Source: an optimization exercise on an open RTL-to-GDS flow (aim: small area and a short achievable clock period). Production flows keep margins and buffers that such runs may drop. Function was not checked in any run shown here: the RTL went through the layout flow alone. Power is estimated from default activity; no workload was simulated.

## flow/design.v (module list and top-level ports; edited modules follow where they fit)
// module dsp_27x27u: 2673 lines
// module mul_fa: 10 lines
module dsp_27x27u #(
    parameter LATENCY = 2,
    parameter AX_WIDTH = 27,
    parameter AY_WIDTH = 27,
    parameter RESULT_A_WIDTH = 54
) (
    input   clock,
    input   resetn,
    input   ivalid,
    input   iready,
    output  ovalid,
    output  oready,
    input [AX_WIDTH-1:0] ax,
    input [AY_WIDTH-1:0] ay,
    output [RESULT_A_WIDTH-1:0] resulta
);
  // ...
==> flow/run.sh <==
#!/bin/bash
# synth_recipe.tcl (not shown) runs the flow's synth.tcl, then flattens the netlist and writes it again
# the make line also repeats each setting of config.mk as NAME=value (left out here)
make -C /OpenROAD-flow-scripts/flow DESIGN_CONFIG=/design/flow/config.mk WORK_HOME=/design/flow/orfs CLKGATE_MAP_FILE= SYNTH_SCRIPT=/design/flow/synth_recipe.tcl finish
==> flow/config.mk <==
export PLATFORM = sky130hd
export DESIGN_NAME = dsp_27x27u
export DESIGN_NICKNAME = dsp_27x27u
export VERILOG_FILES = /design/flow/design.v
export SDC_FILE = /design/flow/constraint.sdc
export NUM_CORES = 4
export LEC_CHECK = 0
export CAP_MARGIN = 20
export CORE_MARGIN = 2
export CORE_UTILIZATION = 40
export SETUP_SLACK_MARGIN = 4.5
export SLEW_MARGIN = 20
export SYNTH_HIERARCHICAL = 1
export SYNTH_MINIMUM_KEEP_SIZE = 0
==> flow/constraint.sdc <==
create_clock -name core_clock -period 8.5 [get_ports {clock}]
set_input_delay 1.7000 -clock core_clock [delete_from_list [all_inputs] [get_ports {clock}]]
set_output_delay 1.7000 -clock core_clock [all_outputs]
set_load 0.01 [all_outputs]
==> flow_summary.json, run 1 <==
{
  "outcome": "complete, no violations",
  "criticalPathCategory": "register to primary output",
  "critPathCaptureType": "primary output",
  "detail_route.drc_violations": 0,
  "synth_ff_type": "sky130_fd_sc_hd__dfxtp_1",
  "max-slew-margin-rel_pct": 63.5,
  "tns_ns": 0,
  "floorplan.core_area_um2": 50000,
  "nMultiInputCombCells": 1524,
  "synth-compound-area-share_pct": 19.5,
  "globalRouteMet2Util_pct": 41.8,
  "ys_seq_elements": 159,
  "powerSeq_mw": 1.28,
  "synth.lib_cells_used.distinct": 66,
  "hold_path.class": "register to register",
  "drtPass1Iterations": 7,
  "grt_max_degree": 29,
  "num-nonclk-inverters": 53,
  "regArea_um2": 3260,
  "registers.top_by_ff_count": "xr",
  "layout.filler_cells": 4372,
  "antenna_cells_inserted": 0,
  "hp-start": "xr[26]",
  "cts_max_path_buffers": 2,
  "dpl.cell_count": 2584,
  "synth_top_family_by_area": "adder cells",
  "met1Wirelength_um": 26400
}
==> run 2, diff against run 1 <==
--- a/flow/design.v
+++ b/flow/design.v
@@ -1905,6 +1905,6 @@
     mul_fa u_s411 (.a(pp8), .b(pp34), .c(pp60), .s(s411), .co(c412));
     mul_fa u_s413 (.a(pp86), .b(c406), .c(s411), .s(s413), .co(c414));
-    assign s415 = c408 ^ s413;
-    assign c416 = c408 & s413;
+    assign s415 = c408 ^ c410;
+    assign c416 = c408 & c410;
     mul_fa u_s417 (.a(negr[4]), .b(pp9), .c(pp35), .s(s417), .co(c418));
     mul_fa u_s419 (.a(pp61), .b(pp87), .c(pp113), .s(s419), .co(c420));
@@ -1940,5 +1940,5 @@
     mul_fa u_s469 (.a(pp170), .b(c454), .c(c456), .s(s469), .co(c470));
     mul_fa u_s471 (.a(s465), .b(s467), .c(c458), .s(s471), .co(c472));
-    mul_fa u_s473 (.a(c460), .b(s469), .c(s471), .s(s473), .co(c474));
+    mul_fa u_s473 (.a(s469), .b(c460), .c(s471), .s(s473), .co(c474));
     assign s475 = c462 ^ c464;
     assign c476 = c462 & c464;
@@ -1964,5 +1964,5 @@
     mul_fa u_s511 (.a(pp225), .b(c492), .c(c494), .s(s511), .co(c512));
     mul_fa u_s513 (.a(s505), .b(s507), .c(s509), .s(s513), .co(c514));
-    mul_fa u_s515 (.a(c496), .b(c498), .c(s511), .s(s515), .co(c516));
+    mul_fa u_s515 (.a(c496), .b(s511), .c(c498), .s(s515), .co(c516));
     mul_fa u_s517 (.a(s513), .b(c500), .c(s515), .s(s517), .co(c518));
     assign s519 = c502 ^ s517;
@@ -1994,7 +1994,7 @@
     mul_fa u_s565 (.a(s559), .b(c544), .c(c546), .s(s565), .co(c566));
     mul_fa u_s567 (.a(s561), .b(s563), .c(c548), .s(s567), .co(c568));
-    mul_fa u_s569 (.a(s565), .b(c550), .c(s567), .s(s569), .co(c570));
-    assign s571 = c552 ^ c554;
-    assign c572 = c552 & c554;
+    mul_fa u_s569 (.a(c550), .b(s565), .c(s567), .s(s569), .co(c570));
+    assign s571 = c552 ^ s569;
+    assign c572 = c552 & s569;
     mul_fa u_s573 (.a(negr[10]), .b(pp21), .c(pp47), .s(s573), .co(c574));
     mul_fa u_s575 (.a(pp73), .b(pp99), .c(pp125), .s(s575), .co(c576));
@@ -2117,5 +2117,5 @@
     mul_fa u_s791 (.a(c760), .b(c762), .c(s781), .s(s791), .co(c792));
     mul_fa u_s793 (.a(s783), .b(s785), .c(s787), .s(s793), .co(c794));
-    mul_fa u_s795 (.a(c764), .b(c766), .c(s789), .s(s795), .co(c796));
+    mul_fa u_s795 (.a(c764), .b(s789), .c(c766), .s(s795), .co(c796));
     mul_fa u_s797 (.a(c768), .b(s791), .c(s793), .s(s797), .co(c798));
     mul_fa u_s799 (.a(c770), .b(s795), .c(c772), .s(s799), .co(c800));
@@ -2131,8 +2131,8 @@
     mul_fa u_s817 (.a(s807), .b(s809), .c(s811), .s(s817), .co(c818));
     mul_fa u_s819 (.a(c788), .b(c790), .c(s813), .s(s819), .co(c820));
-    mul_fa u_s821 (.a(c792), .b(s815), .c(s817), .s(s821), .co(c822));
-    mul_fa u_s823 (.a(c794), .b(c796), .c(s819), .s(s823), .co(c824));
-    mul_fa u_s825 (.a(s821), .b(c798), .c(c800), .s(s825), .co(c826));
-    mul_fa u_s827 (.a(s823), .b(s825), .c(c802), .s(s827), .co(c828));
+    mul_fa u_s821 (.a(c792), .b(s815), .c(c794), .s(s821), .co(c822));
+    mul_fa u_s823 (.a(s817), .b(c796), .c(s819), .s(s823), .co(c824));
+    mul_fa u_s825 (.a(c798), .b(s821), .c(s823), .s(s825), .co(c826));
+    mul_fa u_s827 (.a(c800), .b(s825), .c(c802), .s(s827), .co(c828));
     assign s829 = ~(pp84 ^ pp110);
     assign c830 = pp84 | pp110;
@@ -2168,5 +2168,5 @@
     mul_fa u_s885 (.a(c858), .b(c860), .c(s877), .s(s885), .co(c886));
     mul_fa u_s887 (.a(s879), .b(s881), .c(c862), .s(s887), .co(c888));
-    mul_fa u_s889 (.a(c864), .b(s883), .c(s885), .s(s889), .co(c890));
+    mul_fa u_s889 (.a(s883), .b(c864), .c(s885), .s(s889), .co(c890));
     mul_fa u_s891 (.a(c866), .b(s887), .c(c868), .s(s891), .co(c892));
     mul_fa u_s893 (.a(s889), .b(c870), .c(s891), .s(s893), .co(c894));
@@ -2201,5 +2201,5 @@
     mul_fa u_s945 (.a(c922), .b(s937), .c(s939), .s(s945), .co(c946));
     mul_fa u_s947 (.a(s941), .b(c924), .c(c926), .s(s947), .co(c948));
-    mul_fa u_s949 (.a(s943), .b(s945), .c(c928), .s(s949), .co(c950));
+    mul_fa u_s949 (.a(s943), .b(c928), .c(s945), .s(s949), .co(c950));
     mul_fa u_s951 (.a(s947), .b(c930), .c(s949), .s(s951), .co(c952));
     mul_fa u_s953 (.a(c932), .b(s951), .c(c934), .s(s953), .co(c954));
@@ -2220,5 +2220,5 @@
     mul_fa u_s979 (.a(c956), .b(c958), .c(c960), .s(s979), .co(c980));
     mul_fa u_s981 (.a(s973), .b(s975), .c(s977), .s(s981), .co(c982));
-    mul_fa u_s983 (.a(c962), .b(c964), .c(s979), .s(s983), .co(c984));
+    mul_fa u_s983 (.a(c962), .b(s979), .c(c964), .s(s983), .co(c984));
     mul_fa u_s985 (.a(s981), .b(c966), .c(s983), .s(s985), .co(c986));
     mul_fa u_s987 (.a(c968), .b(s985), .c(c970), .s(s987), .co(c988));
@@ -2300,5 +2300,5 @@
     assign c1112 = s1109 & c1106;
     mul_fa u_s1113 (.a(~negr[12]), .b(pp391), .c(c1110), .s(s1113), .co(c1114));
-    wire [18:0] lowsum = {1'b0, c520, c504, c490, c476, s473, c452, c442, c432, s429, c416, c410, s407, s401, s397, c394, pp29, pp2, pp1} + {1'b0, s535, s519, s503, s489, s475, s463, s451, s441, s431, s423, s415, s409, s403, s399, s395, s393, 1'b0, negr[0]};
+    wire [18:0] lowsum = {1'b0, c520, c504, c490, c476, s473, c452, c442, c432, s429, c416, s413, s407, s401, s397, c394, pp29, pp2, pp1} + {1'b0, s535, s519, s503, s489, s475, s463, s451, s441, s431, s423, s415, s409, s403, s399, s395, s393, 1'b0, negr[0]};
     wire [35:0] fa_a = {cs53_0, cs52_0, cs51_0, cs50_0, cs49_0, cs48_0, cs47_0, cs46_0, cs45_0, cs44_0, cs43_0, cs42_0, cs41_0, cs40_0, cs39_0, cs38_0, cs37_0, cs36_0, cs35_0, cs34_0, cs33_0, cs32_0, cs31_0, cs30_0, cs29_0, cs28_0, cs27_0, cs26_0, cs25_0, cs24_0, cs23_0, cs22_0, cs21_0, cs20_0, cs19_0, cs18_0};
     wire [35:0] fa_b = {cs53_1, cs52_1, cs51_1, cs50_1, cs49_1, cs48_1, cs47_1, cs46_1, cs45_1, cs44_1, cs43_1, cs42_1, cs41_1, cs40_1, cs39_1, cs38_1, cs37_1, cs36_1, cs35_1, cs34_1, cs33_1, cs32_1, cs31_1, cs30_1, cs29_1, cs28_1, cs27_1, cs26_1, cs25_1, cs24_1, cs23_1, cs22_1, cs21_1, cs20_1, cs19_1, cs18_1};
@@ -2306,287 +2306,287 @@
     wire [35:0] fg = fa_a & fa_b;
     wire cin0 = lowr[18];
-    assign pg1115 = fg[0] | (fp[0] & cin0);
-    assign pg1116 = fg[1] | (fp[1] & fg[0]);
-    assign pp1117 = fp[1] & fp[0];
-    assign pg1118 = fg[2] | (fp[2] & fg[1]);
-    assign pp1119 = fp[2] & fp[1];
-    assign pg1120 = fg[3] | (fp[3] & fg[2]);
-    assign pp1121 = fp[3] & fp[2];
-    assign pg1122 = fg[4] | (fp[4] & fg[3]);
-    assign pp1123 = fp[4] & fp[3];
-    assign pg1124 = fg[5] | (fp[5] & fg[4]);
-    assign pp1125 = fp[5] & fp[4];
-    assign pg1126 = fg[6] | (fp[6] & fg[5]);
-    assign pp1127 = fp[6] & fp[5];
-    assign pg1128 = fg[7] | (fp[7] & fg[6]);
-    assign pp1129 = fp[7] & fp[6];
-    assign pg1130 = fg[8] | (fp[8] & fg[7]);
-    assign pp1131 = fp[8] & fp[7];
-    assign pg1132 = fg[9] | (fp[9] & fg[8]);
-    assign pp1133 = fp[9] & fp[8];
-    assign pg1134 = fg[10] | (fp[10] & fg[9]);
-    assign pp1135 = fp[10] & fp[9];
-    assign pg1136 = fg[11] | (fp[11] & fg[10]);
-    assign pp1137 = fp[11] & fp[10];
-    assign pg1138 = fg[12] | (fp[12] & fg[11]);
-    assign pp1139 = fp[12] & fp[11];
-    assign pg1140 = fg[13] | (fp[13] & fg[12]);
-    assign pp1141 = fp[13] & fp[12];
-    assign pg1142 = fg[14] | (fp[14] & fg[13]);
-    assign pp1143 = fp[14] & fp[13];
-    assign pg1144 = fg[15] | (fp[15] & fg[14]);
-    assign pp1145 = fp[15] & fp[14];
-    assign pg1146 = fg[16] | (fp[16] & fg[15]);
-    assign pp1147 = fp[16] & fp[15];
-    assign pg1148 = fg[17] | (fp[17] & fg[16]);
-    assign pp1149 = fp[17] & fp[16];
-    assign pg1150 = fg[18] | (fp[18] & fg[17]);
-    assign pp1151 = fp[18] & fp[17];
-    assign pg1152 = fg[19] | (fp[19] & fg[18]);
-    assign pp1153 = fp[19] & fp[18];
-    assign pg1154 = fg[20] | (fp[20] & fg[19]);
-    assign pp1155 = fp[20] & fp[19];
-    assign pg1156 = fg[21] | (fp[21] & fg[20]);
-    assign pp1157 = fp[21] & fp[20];
-    assign pg1158 = fg[22] | (fp[22] & fg[21]);
-    assign pp1159 = fp[22] & fp[21];
-    assign pg1160 = fg[23] | (fp[23] & fg[22]);
-    assign pp1161 = fp[23] & fp[22];
-    assign pg1162 = fg[24] | (fp[24] & fg[23]);
-    assign pp1163 = fp[24] & fp[23];
-    assign pg1164 = fg[25] | (fp[25] & fg[24]);
-    assign pp1165 = fp[25] & fp[24];
-    assign pg1166 = fg[26] | (fp[26] & fg[25]);
-    assign pp1167 = fp[26] & fp[25];
-    assign pg1168 = fg[27] | (fp[27] & fg[26]);
-    assign pp1169 = fp[27] & fp[26];
-    assign pg1170 = fg[28] | (fp[28] & fg[27]);
-    assign pp1171 = fp[28] & fp[27];
-    assign pg1172 = fg[29] | (fp[29] & fg[28]);
-    assign pp1173 = fp[29] & fp[28];
-    assign pg1174 = fg[30] | (fp[30] & fg[29]);
-    assign pp1175 = fp[30] & fp[29];
-    assign pg1176 = fg[31] | (fp[31] & fg[30]);
-    assign pp1177 = fp[31] & fp[30];
-    assign pg1178 = fg[32] | (fp[32] & fg[31]);
-    assign pp1179 = fp[32] & fp[31];
-    assign pg1180 = fg[33] | (fp[33] & fg[32]);
-    assign pp1181 = fp[33] & fp[32];
-    assign pg1182 = fg[34] | (fp[34] & fg[33]);
-    assign pp1183 = fp[34] & fp[33];
-    assign pg1184 = fg[35] | (fp[35] & fg[34]);
-    assign pp1185 = fp[35] & fp[34];
-    assign pg1186 = pg1116 | (pp1117 & cin0);
-    assign pg1187 = pg1118 | (pp1119 & pg1115);
-    assign pg1188 = pg1120 | (pp1121 & pg1116);
-    assign pp1189 = pp1121 & pp1117;
-    assign pg1190 = pg1122 | (pp1123 & pg1118);
-    assign pp1191 = pp1123 & pp1119;
-    assign pg1192 = pg1124 | (pp1125 & pg1120);
-    assign pp1193 = pp1125 & pp1121;
-    assign pg1194 = pg1126 | (pp1127 & pg1122);
-    assign pp1195 = pp1127 & pp1123;
-    assign pg1196 = pg1128 | (pp1129 & pg1124);
-    assign pp1197 = pp1129 & pp1125;
-    assign pg1198 = pg1130 | (pp1131 & pg1126);
-    assign pp1199 = pp1131 & pp1127;
-    assign pg1200 = pg1132 | (pp1133 & pg1128);
-    assign pp1201 = pp1133 & pp1129;
-    assign pg1202 = pg1134 | (pp1135 & pg1130);
-    assign pp1203 = pp1135 & pp1131;
-    assign pg1204 = pg1136 | (pp1137 & pg1132);
-    assign pp1205 = pp1137 & pp1133;
-    assign pg1206 = pg1138 | (pp1139 & pg1134);
-    assign pp1207 = pp1139 & pp1135;
-    assign pg1208 = pg1140 | (pp1141 & pg1136);
-    assign pp1209 = pp1141 & pp1137;
-    assign pg1210 = pg1142 | (pp1143 & pg1138);
-    assign pp1211 = pp1143 & pp1139;
-    assign pg1212 = pg1144 | (pp1145 & pg1140);
-    assign pp1213 = pp1145 & pp1141;
-    assign pg1214 = pg1146 | (pp1147 & pg1142);
-    assign pp1215 = pp1147 & pp1143;
-    assign pg1216 = pg1148 | (pp1149 & pg1144);
-    assign pp1217 = pp1149 & pp1145;
-    assign pg1218 = pg1150 | (pp1151 & pg1146);
-    assign pp1219 = pp1151 & pp1147;
-    assign pg1220 = pg1152 | (pp1153 & pg1148);
-    assign pp1221 = pp1153 & pp1149;
-    assign pg1222 = pg1154 | (pp1155 & pg1150);
-    assign pp1223 = pp1155 & pp1151;
-    assign pg1224 = pg1156 | (pp1157 & pg1152);
-    assign pp1225 = pp1157 & pp1153;
-    assign pg1226 = pg1158 | (pp1159 & pg1154);
-    assign pp1227 = pp1159 & pp1155;
-    assign pg1228 = pg1160 | (pp1161 & pg1156);
-    assign pp1229 = pp1161 & pp1157;
-    assign pg1230 = pg1162 | (pp1163 & pg1158);
-    assign pp1231 = pp1163 & pp1159;
-    assign pg1232 = pg1164 | (pp1165 & pg1160);
-    assign pp1233 = pp1165 & pp1161;
-    assign pg1234 = pg1166 | (pp1167 & pg1162);
-    assign pp1235 = pp1167 & pp1163;
-    assign pg1236 = pg1168 | (pp1169 & pg1164);
-    assign pp1237 = pp1169 & pp1165;
-    assign pg1238 = pg1170 | (pp1171 & pg1166);
-    assign pp1239 = pp1171 & pp1167;
-    assign pg1240 = pg1172 | (pp1173 & pg1168);
-    assign pp1241 = pp1173 & pp1169;
-    assign pg1242 = pg1174 | (pp1175 & pg1170);
-    assign pp1243 = pp1175 & pp1171;
-    assign pg1244 = pg1176 | (pp1177 & pg1172);
-    assign pp1245 = pp1177 & pp1173;
-    assign pg1246 = pg1178 | (pp1179 & pg1174);
-    assign pp1247 = pp1179 & pp1175;
-    assign pg1248 = pg1180 | (pp1181 & pg1176);
-    assign pp1249 = pp1181 & pp1177;
-    assign pg1250 = pg1182 | (pp1183 & pg1178);
-    assign pp1251 = pp1183 & pp1179;
-    assign pg1252 = pg1184 | (pp1185 & pg1180);
-    assign pp1253 = pp1185 & pp1181;
-    assign pg1254 = pg1188 | (pp1189 & cin0);
-    assign pg1255 = pg1190 | (pp1191 & pg1115);
-    assign pg1256 = pg1192 | (pp1193 & pg1186);
-    assign pg1257 = pg1194 | (pp1195 & pg1187);
-    assign pg1258 = pg1196 | (pp1197 & pg1188);
-    assign pp1259 = pp1197 & pp1189;
-    assign pg1260 = pg1198 | (pp1199 & pg1190);
-    assign pp1261 = pp1199 & pp1191;
-    assign pg1262 = pg1200 | (pp1201 & pg1192);
-    assign pp1263 = pp1201 & pp1193;
-    assign pg1264 = pg1202 | (pp1203 & pg1194);
-    assign pp1265 = pp1203 & pp1195;
-    assign pg1266 = pg1204 | (pp1205 & pg1196);
-    assign pp1267 = pp1205 & pp1197;
-    assign pg1268 = pg1206 | (pp1207 & pg1198);
-    assign pp1269 = pp1207 & pp1199;
-    assign pg1270 = pg1208 | (pp1209 & pg1200);
-    assign pp1271 = pp1209 & pp1201;
-    assign pg1272 = pg1210 | (pp1211 & pg1202);
-    assign pp1273 = pp1211 & pp1203;
-    assign pg1274 = pg1212 | (pp1213 & pg1204);
-    assign pp1275 = pp1213 & pp1205;
-    assign pg1276 = pg1214 | (pp1215 & pg1206);
-    assign pp1277 = pp1215 & pp1207;
-    assign pg1278 = pg1216 | (pp1217 & pg1208);
-    assign pp1279 = pp1217 & pp1209;
-    assign pg1280 = pg1218 | (pp1219 & pg1210);
-    assign pp1281 = pp1219 & pp1211;
-    assign pg1282 = pg1220 | (pp1221 & pg1212);
-    assign pp1283 = pp1221 & pp1213;
-    assign pg1284 = pg1222 | (pp1223 & pg1214);
-    assign pp1285 = pp1223 & pp1215;
-    assign pg1286 = pg1224 | (pp1225 & pg1216);
-    assign pp1287 = pp1225 & pp1217;
-    assign pg1288 = pg1226 | (pp1227 & pg1218);
-    assign pp1289 = pp1227 & pp1219;
-    assign pg1290 = pg1228 | (pp1229 & pg1220);
-    assign pp1291 = pp1229 & pp1221;
-    assign pg1292 = pg1230 | (pp1231 & pg1222);
-    assign pp1293 = pp1231 & pp1223;
-    assign pg1294 = pg1232 | (pp1233 & pg1224);
-    assign pp1295 = pp1233 & pp1225;
-    assign pg1296 = pg1234 | (pp1235 & pg1226);
-    assign pp1297 = pp1235 & pp1227;
-    assign pg1298 = pg1236 | (pp1237 & pg1228);
-    assign pp1299 = pp1237 & pp1229;
-    assign pg1300 = pg1238 | (pp1239 & pg1230);
-    assign pp1301 = pp1239 & pp1231;
-    assign pg1302 = pg1240 | (pp1241 & pg1232);
-    assign pp1303 = pp1241 & pp1233;
-    assign pg1304 = pg1242 | (pp1243 & pg1234);
-    assign pp1305 = pp1243 & pp1235;
-    assign pg1306 = pg1244 | (pp1245 & pg1236);
-    assign pp1307 = pp1245 & pp1237;
-    assign pg1308 = pg1246 | (pp1247 & pg1238);
-    assign pp1309 = pp1247 & pp1239;
-    assign pg1310 = pg1248 | (pp1249 & pg1240);
-    assign pp1311 = pp1249 & pp1241;
-    assign pg1312 = pg1250 | (pp1251 & pg1242);
-    assign pp1313 = pp1251 & pp1243;
-    assign pg1314 = pg1252 | (pp1253 & pg1244);
-    assign pp1315 = pp1253 & pp1245;
-    assign pg1316 = pg1258 | (pp1259 & cin0);
-    assign pg1317 = pg1260 | (pp1261 & pg1115);
-    assign pg1318 = pg1262 | (pp1263 & pg1186);
-    assign pg1319 = pg1264 | (pp1265 & pg1187);
-    assign pg1320 = pg1266 | (pp1267 & pg1254);
-    assign pg1321 = pg1268 | (pp1269 & pg1255);
-    assign pg1322 = pg1270 | (pp1271 & pg1256);
-    assign pg1323 = pg1272 | (pp1273 & pg1257);
-    assign pg1324 = pg1274 | (pp1275 & pg1258);
-    assign pp1325 = pp1275 & pp1259;
-    assign pg1326 = pg1276 | (pp1277 & pg1260);
-    assign pp1327 = pp1277 & pp1261;
-    assign pg1328 = pg1278 | (pp1279 & pg1262);
-    assign pp1329 = pp1279 & pp1263;
-    assign pg1330 = pg1280 | (pp1281 & pg1264);
-    assign pp1331 = pp1281 & pp1265;
-    assign pg1332 = pg1282 | (pp1283 & pg1266);
-    assign pp1333 = pp1283 & pp1267;
-    assign pg1334 = pg1284 | (pp1285 & pg1268);
-    assign pp1335 = pp1285 & pp1269;
-    assign pg1336 = pg1286 | (pp1287 & pg1270);
-    assign pp1337 = pp1287 & pp1271;
-    assign pg1338 = pg1288 | (pp1289 & pg1272);
-    assign pp1339 = pp1289 & pp1273;
-    assign pg1340 = pg1290 | (pp1291 & pg1274);
-    assign pp1341 = pp1291 & pp1275;
-    assign pg1342 = pg1292 | (pp1293 & pg1276);
-    assign pp1343 = pp1293 & pp1277;
-    assign pg1344 = pg1294 | (pp1295 & pg1278);
-    assign pp1345 = pp1295 & pp1279;
-    assign pg1346 = pg1296 | (pp1297 & pg1280);
-    assign pp1347 = pp1297 & pp1281;
-    assign pg1348 = pg1298 | (pp1299 & pg1282);
-    assign pp1349 = pp1299 & pp1283;
-    assign pg1350 = pg1300 | (pp1301 & pg1284);
-    assign pp1351 = pp1301 & pp1285;
-    assign pg1352 = pg1302 | (pp1303 & pg1286);
-    assign pp1353 = pp1303 & pp1287;
-    assign pg1354 = pg1304 | (pp1305 & pg1288);
-    assign pp1355 = pp1305 & pp1289;
-    assign pg1356 = pg1306 | (pp1307 & pg1290);
-    assign pp1357 = pp1307 & pp1291;
-    assign pg1358 = pg1308 | (pp1309 & pg1292);
-    assign pp1359 = pp1309 & pp1293;
-    assign pg1360 = pg1310 | (pp1311 & pg1294);
-    assign pp1361 = pp1311 & pp1295;
-    assign pg1362 = pg1312 | (pp1313 & pg1296);
-    assign pp1363 = pp1313 & pp1297;
-    assign pg1364 = pg1314 | (pp1315 & pg1298);
-    assign pp1365 = pp1315 & pp1299;
-    assign pg1366 = pg1324 | (pp1325 & cin0);
-    assign pg1367 = pg1326 | (pp1327 & pg1115);
-    assign pg1368 = pg1328 | (pp1329 & pg1186);
-    assign pg1369 = pg1330 | (pp1331 & pg1187);
-    assign pg1370 = pg1332 | (pp1333 & pg1254);
-    assign pg1371 = pg1334 | (pp1335 & pg1255);
-    assign pg1372 = pg1336 | (pp1337 & pg1256);
-    assign pg1373 = pg1338 | (pp1339 & pg1257);
-    assign pg1374 = pg1340 | (pp1341 & pg1316);
-    assign pg1375 = pg1342 | (pp1343 & pg1317);
-    assign pg1376 = pg1344 | (pp1345 & pg1318);
-    assign pg1377 = pg1346 | (pp1347 & pg1319);
-    assign pg1378 = pg1348 | (pp1349 & pg1320);
-    assign pg1379 = pg1350 | (pp1351 & pg1321);
-    assign pg1380 = pg1352 | (pp1353 & pg1322);
-    assign pg1381 = pg1354 | (pp1355 & pg1323);
-    assign pg1382 = pg1356 | (pp1357 & pg1324);
-    assign pp1383 = pp1357 & pp1325;
-    assign pg1384 = pg1358 | (pp1359 & pg1326);
-    assign pp1385 = pp1359 & pp1327;
-    assign pg1386 = pg1360 | (pp1361 & pg1328);
-    assign pp1387 = pp1361 & pp1329;
-    assign pg1388 = pg1362 | (pp1363 & pg1330);
-    assign pp1389 = pp1363 & pp1331;
-    assign pg1390 = pg1364 | (pp1365 & pg1332);
-    assign pp1391 = pp1365 & pp1333;
-    assign pg1392 = pg1382 | (pp1383 & cin0);
-    assign pg1393 = pg1384 | (pp1385 & pg1115);
-    assign pg1394 = pg1386 | (pp1387 & pg1186);
-    assign pg1395 = pg1388 | (pp1389 & pg1187);
-    assign pg1396 = pg1390 | (pp1391 & pg1254);
-    wire [35:0] hi = fp ^ {pg1395, pg1394, pg1393, pg1392, pg1381, pg1380, pg1379, pg1378, pg1377, pg1376, pg1375, pg1374, pg1373, pg1372, pg1371, pg1370, pg1369, pg1368, pg1367, pg1366, pg1323, pg1322, pg1321, pg1320, pg1319, pg1318, pg1317, pg1316, pg1257, pg1256, pg1255, pg1254, pg1187, pg1186, pg1115, cin0};
+    mul_g0001 u_pg1115 (.gh(fg[0]), .ph(fp[0]), .gl(cin0), .go(pg1115));
+    mul_g0001 u_pg1116 (.gh(fg[1]), .ph(fp[1]), .gl(fg[0]), .go(pg1116));
+    mul_p001 u_pp1117 (.ph(fp[1]), .pl(fp[0]), .po(pp1117));
+    mul_g0001 u_pg1118 (.gh(fg[2]), .ph(fp[2]), .gl(fg[1]), .go(pg1118));
+    mul_p001 u_pp1119 (.ph(fp[2]), .pl(fp[1]), .po(pp1119));
+    mul_g0001 u_pg1120 (.gh(fg[3]), .ph(fp[3]), .gl(fg[2]), .go(pg1120));
+    mul_p001 u_pp1121 (.ph(fp[3]), .pl(fp[2]), .po(pp1121));
+    mul_g0001 u_pg1122 (.gh(fg[4]), .ph(fp[4]), .gl(fg[3]), .go(pg1122));
+    mul_p001 u_pp1123 (.ph(fp[4]), .pl(fp[3]), .po(pp1123));
+    mul_g0001 u_pg1124 (.gh(fg[5]), .ph(fp[5]), .gl(fg[4]), .go(pg1124));
+    mul_p001 u_pp1125 (.ph(fp[5]), .pl(fp[4]), .po(pp1125));
+    mul_g0001 u_pg1126 (.gh(fg[6]), .ph(fp[6]), .gl(fg[5]), .go(pg1126));
+    mul_p001 u_pp1127 (.ph(fp[6]), .pl(fp[5]), .po(pp1127));
+    mul_g0001 u_pg1128 (.gh(fg[7]), .ph(fp[7]), .gl(fg[6]), .go(pg1128));
+    mul_p001 u_pp1129 (.ph(fp[7]), .pl(fp[6]), .po(pp1129));
+    mul_g0001 u_pg1130 (.gh(fg[8]), .ph(fp[8]), .gl(fg[7]), .go(pg1130));
+    mul_p001 u_pp1131 (.ph(fp[8]), .pl(fp[7]), .po(pp1131));
+    mul_g0001 u_pg1132 (.gh(fg[9]), .ph(fp[9]), .gl(fg[8]), .go(pg1132));
+    mul_p001 u_pp1133 (.ph(fp[9]), .pl(fp[8]), .po(pp1133));
+    mul_g0001 u_pg1134 (.gh(fg[10]), .ph(fp[10]), .gl(fg[9]), .go(pg1134));
+    mul_p001 u_pp1135 (.ph(fp[10]), .pl(fp[9]), .po(pp1135));
+    mul_g0001 u_pg1136 (.gh(fg[11]), .ph(fp[11]), .gl(fg[10]), .go(pg1136));
+    mul_p001 u_pp1137 (.ph(fp[11]), .pl(fp[10]), .po(pp1137));
+    mul_g0001 u_pg1138 (.gh(fg[12]), .ph(fp[12]), .gl(fg[11]), .go(pg1138));
+    mul_p001 u_pp1139 (.ph(fp[12]), .pl(fp[11]), .po(pp1139));
+    mul_g0001 u_pg1140 (.gh(fg[13]), .ph(fp[13]), .gl(fg[12]), .go(pg1140));
+    mul_p001 u_pp1141 (.ph(fp[13]), .pl(fp[12]), .po(pp1141));
+    mul_g0001 u_pg1142 (.gh(fg[14]), .ph(fp[14]), .gl(fg[13]), .go(pg1142));
+    mul_p001 u_pp1143 (.ph(fp[14]), .pl(fp[13]), .po(pp1143));
+    mul_g0001 u_pg1144 (.gh(fg[15]), .ph(fp[15]), .gl(fg[14]), .go(pg1144));
+    mul_p001 u_pp1145 (.ph(fp[15]), .pl(fp[14]), .po(pp1145));
+    mul_g0001 u_pg1146 (.gh(fg[16]), .ph(fp[16]), .gl(fg[15]), .go(pg1146));
+    mul_p001 u_pp1147 (.ph(fp[16]), .pl(fp[15]), .po(pp1147));
+    mul_g0001 u_pg1148 (.gh(fg[17]), .ph(fp[17]), .gl(fg[16]), .go(pg1148));
+    mul_p001 u_pp1149 (.ph(fp[17]), .pl(fp[16]), .po(pp1149));
+    mul_g0001 u_pg1150 (.gh(fg[18]), .ph(fp[18]), .gl(fg[17]), .go(pg1150));
+    mul_p001 u_pp1151 (.ph(fp[18]), .pl(fp[17]), .po(pp1151));
+    mul_g0001 u_pg1152 (.gh(fg[19]), .ph(fp[19]), .gl(fg[18]), .go(pg1152));
+    mul_p001 u_pp1153 (.ph(fp[19]), .pl(fp[18]), .po(pp1153));
+    mul_g0001 u_pg1154 (.gh(fg[20]), .ph(fp[20]), .gl(fg[19]), .go(pg1154));
+    mul_p001 u_pp1155 (.ph(fp[20]), .pl(fp[19]), .po(pp1155));
+    mul_g0001 u_pg1156 (.gh(fg[21]), .ph(fp[21]), .gl(fg[20]), .go(pg1156));
+    mul_p001 u_pp1157 (.ph(fp[21]), .pl(fp[20]), .po(pp1157));
+    mul_g0001 u_pg1158 (.gh(fg[22]), .ph(fp[22]), .gl(fg[21]), .go(pg1158));
+    mul_p001 u_pp1159 (.ph(fp[22]), .pl(fp[21]), .po(pp1159));
+    mul_g0001 u_pg1160 (.gh(fg[23]), .ph(fp[23]), .gl(fg[22]), .go(pg1160));
+    mul_p001 u_pp1161 (.ph(fp[23]), .pl(fp[22]), .po(pp1161));
+    mul_g0001 u_pg1162 (.gh(fg[24]), .ph(fp[24]), .gl(fg[23]), .go(pg1162));
+    mul_p001 u_pp1163 (.ph(fp[24]), .pl(fp[23]), .po(pp1163));
+    mul_g0001 u_pg1164 (.gh(fg[25]), .ph(fp[25]), .gl(fg[24]), .go(pg1164));
+    mul_p001 u_pp1165 (.ph(fp[25]), .pl(fp[24]), .po(pp1165));
+    mul_g0001 u_pg1166 (.gh(fg[26]), .ph(fp[26]), .gl(fg[25]), .go(pg1166));
+    mul_p001 u_pp1167 (.ph(fp[26]), .pl(fp[25]), .po(pp1167));
+    mul_g0001 u_pg1168 (.gh(fg[27]), .ph(fp[27]), .gl(fg[26]), .go(pg1168));
+    mul_p001 u_pp1169 (.ph(fp[27]), .pl(fp[26]), .po(pp1169));
+    mul_g0001 u_pg1170 (.gh(fg[28]), .ph(fp[28]), .gl(fg[27]), .go(pg1170));
+    mul_p001 u_pp1171 (.ph(fp[28]), .pl(fp[27]), .po(pp1171));
+    mul_g0001 u_pg1172 (.gh(fg[29]), .ph(fp[29]), .gl(fg[28]), .go(pg1172));
+    mul_p001 u_pp1173 (.ph(fp[29]), .pl(fp[28]), .po(pp1173));
+    mul_g0001 u_pg1174 (.gh(fg[30]), .ph(fp[30]), .gl(fg[29]), .go(pg1174));
+    mul_p001 u_pp1175 (.ph(fp[30]), .pl(fp[29]), .po(pp1175));
+    mul_g0001 u_pg1176 (.gh(fg[31]), .ph(fp[31]), .gl(fg[30]), .go(pg1176));
+    mul_p001 u_pp1177 (.ph(fp[31]), .pl(fp[30]), .po(pp1177));
+    mul_g0001 u_pg1178 (.gh(fg[32]), .ph(fp[32]), .gl(fg[31]), .go(pg1178));
+    mul_p001 u_pp1179 (.ph(fp[32]), .pl(fp[31]), .po(pp1179));
+    mul_g0001 u_pg1180 (.gh(fg[33]), .ph(fp[33]), .gl(fg[32]), .go(pg1180));
+    mul_p001 u_pp1181 (.ph(fp[33]), .pl(fp[32]), .po(pp1181));
+    mul_g0001 u_pg1182 (.gh(fg[34]), .ph(fp[34]), .gl(fg[33]), .go(pg1182));
+    mul_p001 u_pp1183 (.ph(fp[34]), .pl(fp[33]), .po(pp1183));
+    mul_g0001 u_pg1184 (.gh(fg[35]), .ph(fp[35]), .gl(fg[34]), .go(pg1184));
+    mul_p001 u_pp1185 (.ph(fp[35]), .pl(fp[34]), .po(pp1185));
+    mul_g1100 u_pg1186 (.gh(pg1116), .ph(pp1117), .gl(cin0), .go(pg1186));
+    mul_g1110 u_pg1187 (.gh(pg1118), .ph(pp1119), .gl(pg1115), .go(pg1187));
+    mul_g1110 u_pg1188 (.gh(pg1120), .ph(pp1121), .gl(pg1116), .go(pg1188));
+    mul_p110 u_pp1189 (.ph(pp1121), .pl(pp1117), .po(pp1189));
+    mul_g1110 u_pg1190 (.gh(pg1122), .ph(pp1123), .gl(pg1118), .go(pg1190));
+    mul_p110 u_pp1191 (.ph(pp1123), .pl(pp1119), .po(pp1191));
+    mul_g1110 u_pg1192 (.gh(pg1124), .ph(pp1125), .gl(pg1120), .go(pg1192));
+    mul_p110 u_pp1193 (.ph(pp1125), .pl(pp1121), .po(pp1193));
+    mul_g1110 u_pg1194 (.gh(pg1126), .ph(pp1127), .gl(pg1122), .go(pg1194));
+    mul_p110 u_pp1195 (.ph(pp1127), .pl(pp1123), .po(pp1195));
+    mul_g1110 u_pg1196 (.gh(pg1128), .ph(pp1129), .gl(pg1124), .go(pg1196));
+    mul_p110 u_pp1197 (.ph(pp1129), .pl(pp1125), .po(pp1197));
+    mul_g1110 u_pg1198 (.gh(pg1130), .ph(pp1131), .gl(pg1126), .go(pg1198));
+    mul_p110 u_pp1199 (.ph(pp1131), .pl(pp1127), .po(pp1199));
+    mul_g1110 u_pg1200 (.gh(pg1132), .ph(pp1133), .gl(pg1128), .go(pg1200));
+    mul_p110 u_pp1201 (.ph(pp1133), .pl(pp1129), .po(pp1201));
+    mul_g1110 u_pg1202 (.gh(pg1134), .ph(pp1135), .gl(pg1130), .go(pg1202));
+    mul_p110 u_pp1203 (.ph(pp1135), .pl(pp1131), .po(pp1203));
+    mul_g1110 u_pg1204 (.gh(pg1136), .ph(pp1137), .gl(pg1132), .go(pg1204));
+    mul_p110 u_pp1205 (.ph(pp1137), .pl(pp1133), .po(pp1205));
+    mul_g1110 u_pg1206 (.gh(pg1138), .ph(pp1139), .gl(pg1134), .go(pg1206));
+    mul_p110 u_pp1207 (.ph(pp1139), .pl(pp1135), .po(pp1207));
+    mul_g1110 u_pg1208 (.gh(pg1140), .ph(pp1141), .gl(pg1136), .go(pg1208));
+    mul_p110 u_pp1209 (.ph(pp1141), .pl(pp1137), .po(pp1209));
+    mul_g1110 u_pg1210 (.gh(pg1142), .ph(pp1143), .gl(pg1138), .go(pg1210));
+    mul_p110 u_pp1211 (.ph(pp1143), .pl(pp1139), .po(pp1211));
+    mul_g1110 u_pg1212 (.gh(pg1144), .ph(pp1145), .gl(pg1140), .go(pg1212));
+    mul_p110 u_pp1213 (.ph(pp1145), .pl(pp1141), .po(pp1213));
+    mul_g1110 u_pg1214 (.gh(pg1146), .ph(pp1147), .gl(pg1142), .go(pg1214));
+    mul_p110 u_pp1215 (.ph(pp1147), .pl(pp1143), .po(pp1215));
+    mul_g1110 u_pg1216 (.gh(pg1148), .ph(pp1149), .gl(pg1144), .go(pg1216));
+    mul_p110 u_pp1217 (.ph(pp1149), .pl(pp1145), .po(pp1217));
+    mul_g1110 u_pg1218 (.gh(pg1150), .ph(pp1151), .gl(pg1146), .go(pg1218));
+    mul_p110 u_pp1219 (.ph(pp1151), .pl(pp1147), .po(pp1219));
+    mul_g1110 u_pg1220 (.gh(pg1152), .ph(pp1153), .gl(pg1148), .go(pg1220));
+    mul_p110 u_pp1221 (.ph(pp1153), .pl(pp1149), .po(pp1221));
+    mul_g1110 u_pg1222 (.gh(pg1154), .ph(pp1155), .gl(pg1150), .go(pg1222));
+    mul_p110 u_pp1223 (.ph(pp1155), .pl(pp1151), .po(pp1223));
+    mul_g1110 u_pg1224 (.gh(pg1156), .ph(pp1157), .gl(pg1152), .go(pg1224));
+    mul_p110 u_pp1225 (.ph(pp1157), .pl(pp1153), .po(pp1225));
+    mul_g1110 u_pg1226 (.gh(pg1158), .ph(pp1159), .gl(pg1154), .go(pg1226));
+    mul_p110 u_pp1227 (.ph(pp1159), .pl(pp1155), .po(pp1227));
+    mul_g1110 u_pg1228 (.gh(pg1160), .ph(pp1161), .gl(pg1156), .go(pg1228));
+    mul_p110 u_pp1229 (.ph(pp1161), .pl(pp1157), .po(pp1229));
+    mul_g1110 u_pg1230 (.gh(pg1162), .ph(pp1163), .gl(pg1158), .go(pg1230));
+    mul_p110 u_pp1231 (.ph(pp1163), .pl(pp1159), .po(pp1231));
+    mul_g1110 u_pg1232 (.gh(pg1164), .ph(pp1165), .gl(pg1160), .go(pg1232));
+    mul_p110 u_pp1233 (.ph(pp1165), .pl(pp1161), .po(pp1233));
+    mul_g1110 u_pg1234 (.gh(pg1166), .ph(pp1167), .gl(pg1162), .go(pg1234));
+    mul_p110 u_pp1235 (.ph(pp1167), .pl(pp1163), .po(pp1235));
+    mul_g1110 u_pg1236 (.gh(pg1168), .ph(pp1169), .gl(pg1164), .go(pg1236));
+    mul_p110 u_pp1237 (.ph(pp1169), .pl(pp1165), .po(pp1237));
+    mul_g1110 u_pg1238 (.gh(pg1170), .ph(pp1171), .gl(pg1166), .go(pg1238));
+    mul_p110 u_pp1239 (.ph(pp1171), .pl(pp1167), .po(pp1239));
+    mul_g1110 u_pg1240 (.gh(pg1172), .ph(pp1173), .gl(pg1168), .go(pg1240));
+    mul_p110 u_pp1241 (.ph(pp1173), .pl(pp1169), .po(pp1241));
+    mul_g1110 u_pg1242 (.gh(pg1174), .ph(pp1175), .gl(pg1170), .go(pg1242));
+    mul_p110 u_pp1243 (.ph(pp1175), .pl(pp1171), .po(pp1243));
+    mul_g1110 u_pg1244 (.gh(pg1176), .ph(pp1177), .gl(pg1172), .go(pg1244));
+    mul_p110 u_pp1245 (.ph(pp1177), .pl(pp1173), .po(pp1245));
+    mul_g1110 u_pg1246 (.gh(pg1178), .ph(pp1179), .gl(pg1174), .go(pg1246));
+    mul_p110 u_pp1247 (.ph(pp1179), .pl(pp1175), .po(pp1247));
+    mul_g1110 u_pg1248 (.gh(pg1180), .ph(pp1181), .gl(pg1176), .go(pg1248));
+    mul_p110 u_pp1249 (.ph(pp1181), .pl(pp1177), .po(pp1249));
+    mul_g1110 u_pg1250 (.gh(pg1182), .ph(pp1183), .gl(pg1178), .go(pg1250));
+    mul_p110 u_pp1251 (.ph(pp1183), .pl(pp1179), .po(pp1251));
+    mul_g1110 u_pg1252 (.gh(pg1184), .ph(pp1185), .gl(pg1180), .go(pg1252));
+    mul_p110 u_pp1253 (.ph(pp1185), .pl(pp1181), .po(pp1253));
+    mul_g0001 u_pg1254 (.gh(pg1188), .ph(pp1189), .gl(cin0), .go(pg1254));
+    mul_g0010 u_pg1255 (.gh(pg1190), .ph(pp1191), .gl(pg1115), .go(pg1255));
+    mul_g0001 u_pg1256 (.gh(pg1192), .ph(pp1193), .gl(pg1186), .go(pg1256));
+    mul_g0001 u_pg1257 (.gh(pg1194), .ph(pp1195), .gl(pg1187), .go(pg1257));
+    mul_g0001 u_pg1258 (.gh(pg1196), .ph(pp1197), .gl(pg1188), .go(pg1258));
+    mul_p001 u_pp1259 (.ph(pp1197), .pl(pp1189), .po(pp1259));
+    mul_g0001 u_pg1260 (.gh(pg1198), .ph(pp1199), .gl(pg1190), .go(pg1260));
+    mul_p001 u_pp1261 (.ph(pp1199), .pl(pp1191), .po(pp1261));
+    mul_g0001 u_pg1262 (.gh(pg1200), .ph(pp1201), .gl(pg1192), .go(pg1262));
+    mul_p001 u_pp1263 (.ph(pp1201), .pl(pp1193), .po(pp1263));
+    mul_g0001 u_pg1264 (.gh(pg1202), .ph(pp1203), .gl(pg1194), .go(pg1264));
+    mul_p001 u_pp1265 (.ph(pp1203), .pl(pp1195), .po(pp1265));
+    mul_g0001 u_pg1266 (.gh(pg1204), .ph(pp1205), .gl(pg1196), .go(pg1266));
+    mul_p001 u_pp1267 (.ph(pp1205), .pl(pp1197), .po(pp1267));
+    mul_g0001 u_pg1268 (.gh(pg1206), .ph(pp1207), .gl(pg1198), .go(pg1268));
+    mul_p001 u_pp1269 (.ph(pp1207), .pl(pp1199), .po(pp1269));
+    mul_g0001 u_pg1270 (.gh(pg1208), .ph(pp1209), .gl(pg1200), .go(pg1270));
+    mul_p001 u_pp1271 (.ph(pp1209), .pl(pp1201), .po(pp1271));
+    mul_g0001 u_pg1272 (.gh(pg1210), .ph(pp1211), .gl(pg1202), .go(pg1272));
+    mul_p001 u_pp1273 (.ph(pp1211), .pl(pp1203), .po(pp1273));
+    mul_g0001 u_pg1274 (.gh(pg1212), .ph(pp1213), .gl(pg1204), .go(pg1274));
+    mul_p001 u_pp1275 (.ph(pp1213), .pl(pp1205), .po(pp1275));
+    mul_g0001 u_pg1276 (.gh(pg1214), .ph(pp1215), .gl(pg1206), .go(pg1276));
+    mul_p001 u_pp1277 (.ph(pp1215), .pl(pp1207), .po(pp1277));
+    mul_g0001 u_pg1278 (.gh(pg1216), .ph(pp1217), .gl(pg1208), .go(pg1278));
+    mul_p001 u_pp1279 (.ph(pp1217), .pl(pp1209), .po(pp1279));
+    mul_g0001 u_pg1280 (.gh(pg1218), .ph(pp1219), .gl(pg1210), .go(pg1280));
+    mul_p001 u_pp1281 (.ph(pp1219), .pl(pp1211), .po(pp1281));
+    mul_g0001 u_pg1282 (.gh(pg1220), .ph(pp1221), .gl(pg1212), .go(pg1282));
+    mul_p001 u_pp1283 (.ph(pp1221), .pl(pp1213), .po(pp1283));
+    mul_g0001 u_pg1284 (.gh(pg1222), .ph(pp1223), .gl(pg1214), .go(pg1284));
+    mul_p001 u_pp1285 (.ph(pp1223), .pl(pp1215), .po(pp1285));
+    mul_g0001 u_pg1286 (.gh(pg1224), .ph(pp1225), .gl(pg1216), .go(pg1286));
+    mul_p001 u_pp1287 (.ph(pp1225), .pl(pp1217), .po(pp1287));
+    mul_g0001 u_pg1288 (.gh(pg1226), .ph(pp1227), .gl(pg1218), .go(pg1288));
+    mul_p001 u_pp1289 (.ph(pp1227), .pl(pp1219), .po(pp1289));
+    mul_g0001 u_pg1290 (.gh(pg1228), .ph(pp1229), .gl(pg1220), .go(pg1290));
+    mul_p001 u_pp1291 (.ph(pp1229), .pl(pp1221), .po(pp1291));
+    mul_g0001 u_pg1292 (.gh(pg1230), .ph(pp1231), .gl(pg1222), .go(pg1292));
+    mul_p001 u_pp1293 (.ph(pp1231), .pl(pp1223), .po(pp1293));
+    mul_g0001 u_pg1294 (.gh(pg1232), .ph(pp1233), .gl(pg1224), .go(pg1294));
+    mul_p001 u_pp1295 (.ph(pp1233), .pl(pp1225), .po(pp1295));
+    mul_g0001 u_pg1296 (.gh(pg1234), .ph(pp1235), .gl(pg1226), .go(pg1296));
+    mul_p001 u_pp1297 (.ph(pp1235), .pl(pp1227), .po(pp1297));
+    mul_g0001 u_pg1298 (.gh(pg1236), .ph(pp1237), .gl(pg1228), .go(pg1298));
+    mul_p001 u_pp1299 (.ph(pp1237), .pl(pp1229), .po(pp1299));
+    mul_g0001 u_pg1300 (.gh(pg1238), .ph(pp1239), .gl(pg1230), .go(pg1300));
+    mul_p001 u_pp1301 (.ph(pp1239), .pl(pp1231), .po(pp1301));
+    mul_g0001 u_pg1302 (.gh(pg1240), .ph(pp1241), .gl(pg1232), .go(pg1302));
+    mul_p001 u_pp1303 (.ph(pp1241), .pl(pp1233), .po(pp1303));
+    mul_g0001 u_pg1304 (.gh(pg1242), .ph(pp1243), .gl(pg1234), .go(pg1304));
+    mul_p001 u_pp1305 (.ph(pp1243), .pl(pp1235), .po(pp1305));
+    mul_g0001 u_pg1306 (.gh(pg1244), .ph(pp1245), .gl(pg1236), .go(pg1306));
+    mul_p001 u_pp1307 (.ph(pp1245), .pl(pp1237), .po(pp1307));
+    mul_g0001 u_pg1308 (.gh(pg1246), .ph(pp1247), .gl(pg1238), .go(pg1308));
+    mul_p001 u_pp1309 (.ph(pp1247), .pl(pp1239), .po(pp1309));
+    mul_g0001 u_pg1310 (.gh(pg1248), .ph(pp1249), .gl(pg1240), .go(pg1310));
+    mul_p001 u_pp1311 (.ph(pp1249), .pl(pp1241), .po(pp1311));
+    mul_g0001 u_pg1312 (.gh(pg1250), .ph(pp1251), .gl(pg1242), .go(pg1312));
+    mul_p001 u_pp1313 (.ph(pp1251), .pl(pp1243), .po(pp1313));
+    mul_g0001 u_pg1314 (.gh(pg1252), .ph(pp1253), .gl(pg1244), .go(pg1314));
+    mul_p001 u_pp1315 (.ph(pp1253), .pl(pp1245), .po(pp1315));
+    mul_g1100 u_pg1316 (.gh(pg1258), .ph(pp1259), .gl(cin0), .go(pg1316));
+    mul_g1110 u_pg1317 (.gh(pg1260), .ph(pp1261), .gl(pg1115), .go(pg1317));
+    mul_g1100 u_pg1318 (.gh(pg1262), .ph(pp1263), .gl(pg1186), .go(pg1318));
+    mul_g1100 u_pg1319 (.gh(pg1264), .ph(pp1265), .gl(pg1187), .go(pg1319));
+    mul_g1110 u_pg1320 (.gh(pg1266), .ph(pp1267), .gl(pg1254), .go(pg1320));
+    mul_g1100 u_pg1321 (.gh(pg1268), .ph(pp1269), .gl(pg1255), .go(pg1321));
+    mul_g1110 u_pg1322 (.gh(pg1270), .ph(pp1271), .gl(pg1256), .go(pg1322));
+    mul_g1110 u_pg1323 (.gh(pg1272), .ph(pp1273), .gl(pg1257), .go(pg1323));
+    mul_g1110 u_pg1324 (.gh(pg1274), .ph(pp1275), .gl(pg1258), .go(pg1324));
+    mul_p110 u_pp1325 (.ph(pp1275), .pl(pp1259), .po(pp1325));
+    mul_g1110 u_pg1326 (.gh(pg1276), .ph(pp1277), .gl(pg1260), .go(pg1326));
+    mul_p110 u_pp1327 (.ph(pp1277), .pl(pp1261), .po(pp1327));
+    mul_g1110 u_pg1328 (.gh(pg1278), .ph(pp1279), .gl(pg1262), .go(pg1328));
+    mul_p110 u_pp1329 (.ph(pp1279), .pl(pp1263), .po(pp1329));
+    mul_g1110 u_pg1330 (.gh(pg1280), .ph(pp1281), .gl(pg1264), .go(pg1330));
+    mul_p110 u_pp1331 (.ph(pp1281), .pl(pp1265), .po(pp1331));
+    mul_g1110 u_pg1332 (.gh(pg1282), .ph(pp1283), .gl(pg1266), .go(pg1332));
+    mul_p110 u_pp1333 (.ph(pp1283), .pl(pp1267), .po(pp1333));
+    mul_g1110 u_pg1334 (.gh(pg1284), .ph(pp1285), .gl(pg1268), .go(pg1334));
+    mul_p110 u_pp1335 (.ph(pp1285), .pl(pp1269), .po(pp1335));
+    mul_g1110 u_pg1336 (.gh(pg1286), .ph(pp1287), .gl(pg1270), .go(pg1336));
+    mul_p110 u_pp1337 (.ph(pp1287), .pl(pp1271), .po(pp1337));
+    mul_g1110 u_pg1338 (.gh(pg1288), .ph(pp1289), .gl(pg1272), .go(pg1338));
+    mul_p110 u_pp1339 (.ph(pp1289), .pl(pp1273), .po(pp1339));
+    mul_g1110 u_pg1340 (.gh(pg1290), .ph(pp1291), .gl(pg1274), .go(pg1340));
+    mul_p110 u_pp1341 (.ph(pp1291), .pl(pp1275), .po(pp1341));
+    mul_g1110 u_pg1342 (.gh(pg1292), .ph(pp1293), .gl(pg1276), .go(pg1342));
+    mul_p110 u_pp1343 (.ph(pp1293), .pl(pp1277), .po(pp1343));
+    mul_g1110 u_pg1344 (.gh(pg1294), .ph(pp1295), .gl(pg1278), .go(pg1344));
+    mul_p110 u_pp1345 (.ph(pp1295), .pl(pp1279), .po(pp1345));
+    mul_g1110 u_pg1346 (.gh(pg1296), .ph(pp1297), .gl(pg1280), .go(pg1346));
+    mul_p110 u_pp1347 (.ph(pp1297), .pl(pp1281), .po(pp1347));
+    mul_g1110 u_pg1348 (.gh(pg1298), .ph(pp1299), .gl(pg1282), .go(pg1348));
+    mul_p110 u_pp1349 (.ph(pp1299), .pl(pp1283), .po(pp1349));
+    mul_g1110 u_pg1350 (.gh(pg1300), .ph(pp1301), .gl(pg1284), .go(pg1350));
+    mul_p110 u_pp1351 (.ph(pp1301), .pl(pp1285), .po(pp1351));
+    mul_g1110 u_pg1352 (.gh(pg1302), .ph(pp1303), .gl(pg1286), .go(pg1352));
+    mul_p110 u_pp1353 (.ph(pp1303), .pl(pp1287), .po(pp1353));
+    mul_g1110 u_pg1354 (.gh(pg1304), .ph(pp1305), .gl(pg1288), .go(pg1354));
+    mul_p110 u_pp1355 (.ph(pp1305), .pl(pp1289), .po(pp1355));
+    mul_g1110 u_pg1356 (.gh(pg1306), .ph(pp1307), .gl(pg1290), .go(pg1356));
+    mul_p110 u_pp1357 (.ph(pp1307), .pl(pp1291), .po(pp1357));
+    mul_g1110 u_pg1358 (.gh(pg1308), .ph(pp1309), .gl(pg1292), .go(pg1358));
+    mul_p110 u_pp1359 (.ph(pp1309), .pl(pp1293), .po(pp1359));
+    mul_g1110 u_pg1360 (.gh(pg1310), .ph(pp1311), .gl(pg1294), .go(pg1360));
+    mul_p110 u_pp1361 (.ph(pp1311), .pl(pp1295), .po(pp1361));
+    mul_g1110 u_pg1362 (.gh(pg1312), .ph(pp1313), .gl(pg1296), .go(pg1362));
+    mul_p110 u_pp1363 (.ph(pp1313), .pl(pp1297), .po(pp1363));
+    mul_g1110 u_pg1364 (.gh(pg1314), .ph(pp1315), .gl(pg1298), .go(pg1364));
+    mul_p110 u_pp1365 (.ph(pp1315), .pl(pp1299), .po(pp1365));
+    mul_g0001 u_pg1366 (.gh(pg1324), .ph(pp1325), .gl(cin0), .go(pg1366));
+    mul_g0010 u_pg1367 (.gh(pg1326), .ph(pp1327), .gl(pg1115), .go(pg1367));
+    mul_g0001 u_pg1368 (.gh(pg1328), .ph(pp1329), .gl(pg1186), .go(pg1368));
+    mul_g0001 u_pg1369 (.gh(pg1330), .ph(pp1331), .gl(pg1187), .go(pg1369));
+    mul_g0010 u_pg1370 (.gh(pg1332), .ph(pp1333), .gl(pg1254), .go(pg1370));
+    mul_g0001 u_pg1371 (.gh(pg1334), .ph(pp1335), .gl(pg1255), .go(pg1371));
+    mul_g0010 u_pg1372 (.gh(pg1336), .ph(pp1337), .gl(pg1256), .go(pg1372));
+    mul_g0010 u_pg1373 (.gh(pg1338), .ph(pp1339), .gl(pg1257), .go(pg1373));
+    mul_g0001 u_pg1374 (.gh(pg1340), .ph(pp1341), .gl(pg1316), .go(pg1374));
+    mul_g0001 u_pg1375 (.gh(pg1342), .ph(pp1343), .gl(pg1317), .go(pg1375));
+    mul_g0001 u_pg1376 (.gh(pg1344), .ph(pp1345), .gl(pg1318), .go(pg1376));
+    mul_g0001 u_pg1377 (.gh(pg1346), .ph(pp1347), .gl(pg1319), .go(pg1377));
+    mul_g0001 u_pg1378 (.gh(pg1348), .ph(pp1349), .gl(pg1320), .go(pg1378));
+    mul_g0001 u_pg1379 (.gh(pg1350), .ph(pp1351), .gl(pg1321), .go(pg1379));
+    mul_g0001 u_pg1380 (.gh(pg1352), .ph(pp1353), .gl(pg1322), .go(pg1380));
+    mul_g0001 u_pg1381 (.gh(pg1354), .ph(pp1355), .gl(pg1323), .go(pg1381));
+    mul_g0001 u_pg1382 (.gh(pg1356), .ph(pp1357), .gl(pg1324), .go(pg1382));
+    mul_p001 u_pp1383 (.ph(pp1357), .pl(pp1325), .po(pp1383));
+    mul_g0001 u_pg1384 (.gh(pg1358), .ph(pp1359), .gl(pg1326), .go(pg1384));
+    mul_p001 u_pp1385 (.ph(pp1359), .pl(pp1327), .po(pp1385));
+    mul_g0001 u_pg1386 (.gh(pg1360), .ph(pp1361), .gl(pg1328), .go(pg1386));
+    mul_p001 u_pp1387 (.ph(pp1361), .pl(pp1329), .po(pp1387));
+    mul_g0001 u_pg1388 (.gh(pg1362), .ph(pp1363), .gl(pg1330), .go(pg1388));
+    mul_p001 u_pp1389 (.ph(pp1363), .pl(pp1331), .po(pp1389));
+    mul_g0001 u_pg1390 (.gh(pg1364), .ph(pp1365), .gl(pg1332), .go(pg1390));
+    mul_p001 u_pp1391 (.ph(pp1365), .pl(pp1333), .po(pp1391));
+    mul_g1100 u_pg1392 (.gh(pg1382), .ph(pp1383), .gl(cin0), .go(pg1392));
+    mul_g1110 u_pg1393 (.gh(pg1384), .ph(pp1385), .gl(pg1115), .go(pg1393));
+    mul_g1100 u_pg1394 (.gh(pg1386), .ph(pp1387), .gl(pg1186), .go(pg1394));
+    mul_g1100 u_pg1395 (.gh(pg1388), .ph(pp1389), .gl(pg1187), .go(pg1395));
+    mul_g1110 u_pg1396 (.gh(pg1390), .ph(pp1391), .gl(pg1254), .go(pg1396));
+    wire [35:0] hi = fp ^ {pg1395, pg1394, pg1393, pg1392, ~pg1381, ~pg1380, ~pg1379, ~pg1378, ~pg1377, ~pg1376, ~pg1375, ~pg1374, pg1373, pg1372, ~pg1371, pg1370, ~pg1369, ~pg1368, pg1367, ~pg1366, pg1323, pg1322, pg1321, pg1320, pg1319, pg1318, pg1317, pg1316, ~pg1257, ~pg1256, pg1255, ~pg1254, pg1187, pg1186, ~pg1115, cin0};
     assign resulta = {hi, lowr[17:0]};
     always @(posedge clock) begin
@@ -2598,5 +2598,5 @@
         cs18_0 <= c536;
         cs18_1 <= s553;
-        cs19_0 <= s569;
+        cs19_0 <= c554;
         cs19_1 <= s571;
         cs20_0 <= c572;
@@ -2682,2 +2682,48 @@
     assign co = (a & b) | (a & c) | (b & c);
 endmodule
+module mul_g0001 (
+    input gh,
+    input ph,
+    input gl,
+    output go
+);
+    assign go = ~(gh | (ph & gl));
+endmodule
+module mul_g0010 (
+    input gh,
+    input ph,
+    input gl,
+    output go
+);
+    assign go = gh | (ph & ~gl);
+endmodule
+module mul_g1100 (
+    input gh,
+    input ph,
+    input gl,
+    output go
+);
+    assign go = ~gh | (~ph & gl);
+endmodule
+module mul_g1110 (
+    input gh,
+    input ph,
+    input gl,
+    output go
+);
+    assign go = ~gh | (~ph & ~gl);
+endmodule
+module mul_p001 (
+    input ph,
+    input pl,
+    output po
+);
+    assign po = ~(ph & pl);
+endmodule
+module mul_p110 (
+    input ph,
+    input pl,
+    output po
+);
+    assign po = ~ph & ~pl;
+endmodule
--- a/flow/config.mk
+++ b/flow/config.mk
@@ -9,5 +9,5 @@
 export CORE_MARGIN = 2
 export CORE_UTILIZATION = 40
-export SETUP_SLACK_MARGIN = 4.5
+export SETUP_SLACK_MARGIN = 4
 export SLEW_MARGIN = 20
 export SYNTH_HIERARCHICAL = 1
==> run 2 against run 1 <==
Against the previous run:
- non-clock buffer count is 91 lower
- largest power group unchanged
- core utilization fell by 3.8 points
- sequential cell count unchanged
- via count down 0.64%
- critical path depth unchanged
- still clean
- critical endpoint is now lowr[17]
- power rose by 0.27%
- synthesized cell count increased by 4.4%
- routed wire length increased by 0.86%
- combinational power hardly changed
==> flow_summary.json, run 2 <==
{
  "outcome": "complete, no violations",
  "power_frac_seq_pct": 10.2,
  "met2_length_um": 31000,
  "net_switching_share_of_the_total_power_pct": 49.7,
  "mappedNetlistArea_um2": 20600,
  "placement.io_buffers": 108,
  "cp_max_fo": 27,
  "netlist_top_cells_area": "sky130_fd_sc_hd__fa_1 (30%), sky130_fd_sc_hd__xnor2_1 (17%), sky130_fd_sc_hd__dfxtp_1 (15%)",
  "initial_drc_count": 1747,
  "drt-wirelength-per-cell_um": 25.5,
  "design.die.area_um2": 53400,
  "detail_route.drc_violations": 0,
  "start_util_pct": 40.3,
  "drt.antenna.violating_nets": 0,
  "timing.critical_path.from": "twor[4]",
  "chipHeight_um": 231,
  "drive_gt1_share_pct": 15.0,
  "async_flop_share_pct": 0,
  "route.top_layer_used": "met4",
  "hpwl_um": 43800,
  "setup.worst_path.start_class": "register",
  "max-slew-margin-rel_pct": 44.4,
  "clock_sinks": 159,
  "hp-start": "xr[26]",
  "fin_total_pwr_mw": 12.5,
  "grt_max_degree": 33,
  "via_count_of_the_first_global_routing_pass": 17300,
  "pwr-share-comb_pct": 83.0,
  "worstSkewPairLatency_ns": 0.48,
  "postRouteWirelength_um": 69700,
  "r2r.worst_path.cells": 13,
  "reg2reg_to": "lowr[17]",
  "syn-instance-count": 2036,
  "num_vias": 16600,
  "layout.cells.most_common": "sky130_fd_sc_hd__xnor2_1",
  "reg.largest.list": "xr x27, lowr x19",
  "registers.top_by_ff_count": "xr",
  "drv_cap": 0,
  "groute.usage.overall_pct": 25.4,
  "criticalPathCategory": "register to register",
  "layout.filler_cells": 4791,
  "hold_path.class": "register to register",
  "met1Wirelength_um": 27800,
  "synth_top_area_share_pct": 30.2,
  "tns_ns": 0,
  "routed-wl-met3_um": 8110,
  "final_net_count": 2515,
  "syn_area_per_cell_um2": 10.1,
  "synth-edff-count": 0,
  "drtPass1Iterations": 6,
  "synth_ff_type": "sky130_fd_sc_hd__dfxtp_1",
  "internal_mw": 6.26,
  "regToRegStartpoint": "twor[4]",
  "syn2layout_area_growth_pct": 15.8,
  "placementRows": 83,
  "sequential_element_share_of_the_synthesized_area_pct": 15.4,
  "synth.largest_area_cell": "sky130_fd_sc_hd__fa_1",
  "clock_slew_seen_by_the_registers_of_the_worst_setup_and_hold_paths_ns": 0.07,
  "cts_made_buffers": 17,
  "finalHoldViolations": 0,
  "fin_crit_ns": 4.47,
  "yosys_warnings": 7,
  "finClkSkew_ns": 0.0216,
  "ys_seq_elements": 159,
  "leakage_nw": 8.78,
  "clock_tree.htree_level_count": 4,
  "pin_count": 114,
  "antenna_cells_inserted": 0,
  "max_slew.worst_pin.slew_ns": 0.834,
  "cts_max_path_buffers": 2,
  "synth.lib_cells_used.distinct": 47,
  "overflow": 0,
  "floorplan.core_area_um2": 51100,
  "clock_power_share_pct": 6.8,
  "clock-root-buffer": "sky130_fd_sc_hd__clkbuf_16",
  "tritoncts_clock_tree": "done",
  "max_clock_freq_mhz": 224,
  "power.ir.vdd_worst_mv": 0.526,
  "final_max_slew_viol_count": 0,
  "power.density_cell_area_nw_per_um2": 521,
  "largest_register_ff_count": 27,
  "gpl.final_weighted_congestion": 0.936,
  "hold_path_end": "cs53_1",
  "grt_first_pass_wirelength_um": 103000,
  "cp.required_ns": 8.91,
  "synth_common_cells": "sky130_fd_sc_hd__xnor2_1 (394), sky130_fd_sc_hd__a22oi_1 (338), sky130_fd_sc_hd__fa_1 (311), sky130_fd_sc_hd__dfxtp_1 (159), sky130_fd_sc_hd__clkbuf_1 (140)",
  "netSwitchingPower_mw": 6.19,
  "die_width_um": 231,
  "detail_route.vias_per_cell": 6.06,
  "final.period_utilization_pct": 52.6,
  "most_frequently_used_cell_type_in_the_post_synthesis_netlist": "sky130_fd_sc_hd__xnor2_1",
  "cts_hold_repair.buffers": 0,
  "grt_setup_unrepaired": "true",
  "ff2ff_setup_slack_ns": 4.03,
  "finalSetupViolCount": 0,
  "worst_ep_arrival_time_ns": 4.88,
  "grt_antenna_before_repair": 0,
  "mostFrequentLayoutCells": "sky130_fd_sc_hd__xnor2_1 (394), sky130_fd_sc_hd__a22oi_1 (336), sky130_fd_sc_hd__fa_1 (310)",
  "worst_hold_path.num_cells": 2,
  "critPathCaptureType": "register"
}
run 2: changes by cell type after synthesis, moves of 13 or more:
cell and delta:
sky130_fd_sc_hd__o21ai_1 +55, sky130_fd_sc_hd__nor2_1 +29, sky130_fd_sc_hd__buf_1 -13, sky130_fd_sc_hd__o21ai_0 -15, sky130_fd_sc_hd__nand2_1 +51, sky130_fd_sc_hd__a21oi_1 -37, sky130_fd_sc_hd__a21oi_2 +81
run 2: timing repair:
item | CTS | global route
buffers inserted | 6 | 8
cloned | 0 | 6
endpoints found under the setup margin | 31 | 21
resized for setup | 90 | 125
pin swaps | 11 | 13
run 2: Yosys stat by module, one instance, submodules excluded:
module      cells inside  flops+latches  area [µm²]  times used
mul_p001               1              0        3.75          66
mul_fa                 1              0        20.0         311
mul_p110               1              0        3.75          52
mul_g1110              1              0        5.00          58
dsp_27x27u          1441            159       12800           1
mul_g1100              2              0        12.5           8
mul_g0001              1              0        8.76          82
mul_g0010              2              0        11.3           5
run 2: final cells by class:
cell class	count	area (µm²)	share of cell area (%)
well taps	680	851	3.56
clock buffers	18	429	1.80
multi-input cells	1612	16800	70.4
inverters	60	225	0.943
clock inverters	14	204	0.854
flip-flops and latches	159	3220	13.5
repair buffers	191	2130	8.91
run 2: power by group through the flow:
stage	combinational [mW]	sequential (mW)	clock [mW]
CTS	9.81	1.28	0.864
global placement	9.42	1.28	0
detailed placement	9.59	1.28	0
floorplan	6.09	1.27	0
finish	10.3	1.27	0.845
global route	11.2	1.30	0.892
run 2: layer usage:
metal	vias up	GRT usage, %
met4	0	11.1
met1	8269	34.1
met2	1111	39.2
met3	192	5.87
met5	-	0
li1	7000	-
run 2: stage by stage:
step	area [µm²]	std cells	utilization [%]	setup slack, ns	hold slack, ns
after floorplan	20600	2037	-	3.99	0.612
after global placement	22200	2682	43.5	3.27	0.683
after detailed placement	22200	2682	43.5	3.24	0.681
after CTS	23200	2720	45.4	3.80	0.698
after global routing	23900	2734	46.7	3.92	0.747
final	23900	2734	46.7	4.03	0.709
run 2: how the worst max path moves through the flow:
stage                to  slack, ns  cells after the start
4_1_cts        lowr[17]       3.80                     14
6_report       lowr[17]       4.03                     13
3_3_place_gp   lowr[17]       3.27                     13
3_5_place_dp   lowr[17]       3.24                     13
5_1_grt        lowr[17]       3.92                     13
2_1_floorplan  lowr[17]       3.99                     15
run 2: worst max-delay path, cell delays in order (launching register included):
cell	delay, ns
sky130_fd_sc_hd__dfxtp_1	0.33
sky130_fd_sc_hd__clkbuf_8	0.31
sky130_fd_sc_hd__a22oi_1	0.15
sky130_fd_sc_hd__xnor2_1	0.16
sky130_fd_sc_hd__fa_1	0.40
sky130_fd_sc_hd__fa_1	0.43
sky130_fd_sc_hd__fa_1	0.53
sky130_fd_sc_hd__fa_1	0.43
sky130_fd_sc_hd__ha_1	0.32
sky130_fd_sc_hd__ha_4	0.31
sky130_fd_sc_hd__nand2_1	0.06
sky130_fd_sc_hd__a2111o_1	0.45
sky130_fd_sc_hd__a2111o_1	0.43
sky130_fd_sc_hd__nand3_1	0.07
run 2: cells by family after synthesis:
| logic type | synth area share, % |
|---|---|
| compound gates | 20.5 |
| xor+xnor | 18.2 |
| fa+ha+maj | 36.6 |
| buf+inv | 4.97 |
| flops | 15.4 |
| mux | 0.109 |
| other cells | 0.0182 |
| simple gates | 4.24 |

port drivers added, routing unchanged:
In the flow no input, the clock included, has a driving cell. The finished layouts below were timed again as built, in two steps.
Step 1, drivers: a clkbuf_16 drives clock and a buf_2 each remaining input, both assumed.
Step 2 moves the port delays by t, midway between the first and last clock arrival at a register: inputs arrive t later, outputs are due t later. That takes back most of the time a late clock gives input paths.
Three values: ideal ports, drivers, drivers and shift; two values: the first two.
run	shift t [ns]	slack for setup (ns)	worst setup path after step 2	latest minus earliest clock arrival (ns)
run 1	0.530	3.648 / 3.592 / 4.123	register to output	0.012 / 0.011
run 2	0.529	4.027 / 3.975 / 4.027	register to register	0.024 / 0.024
After both steps every run listed still meets setup and hold.
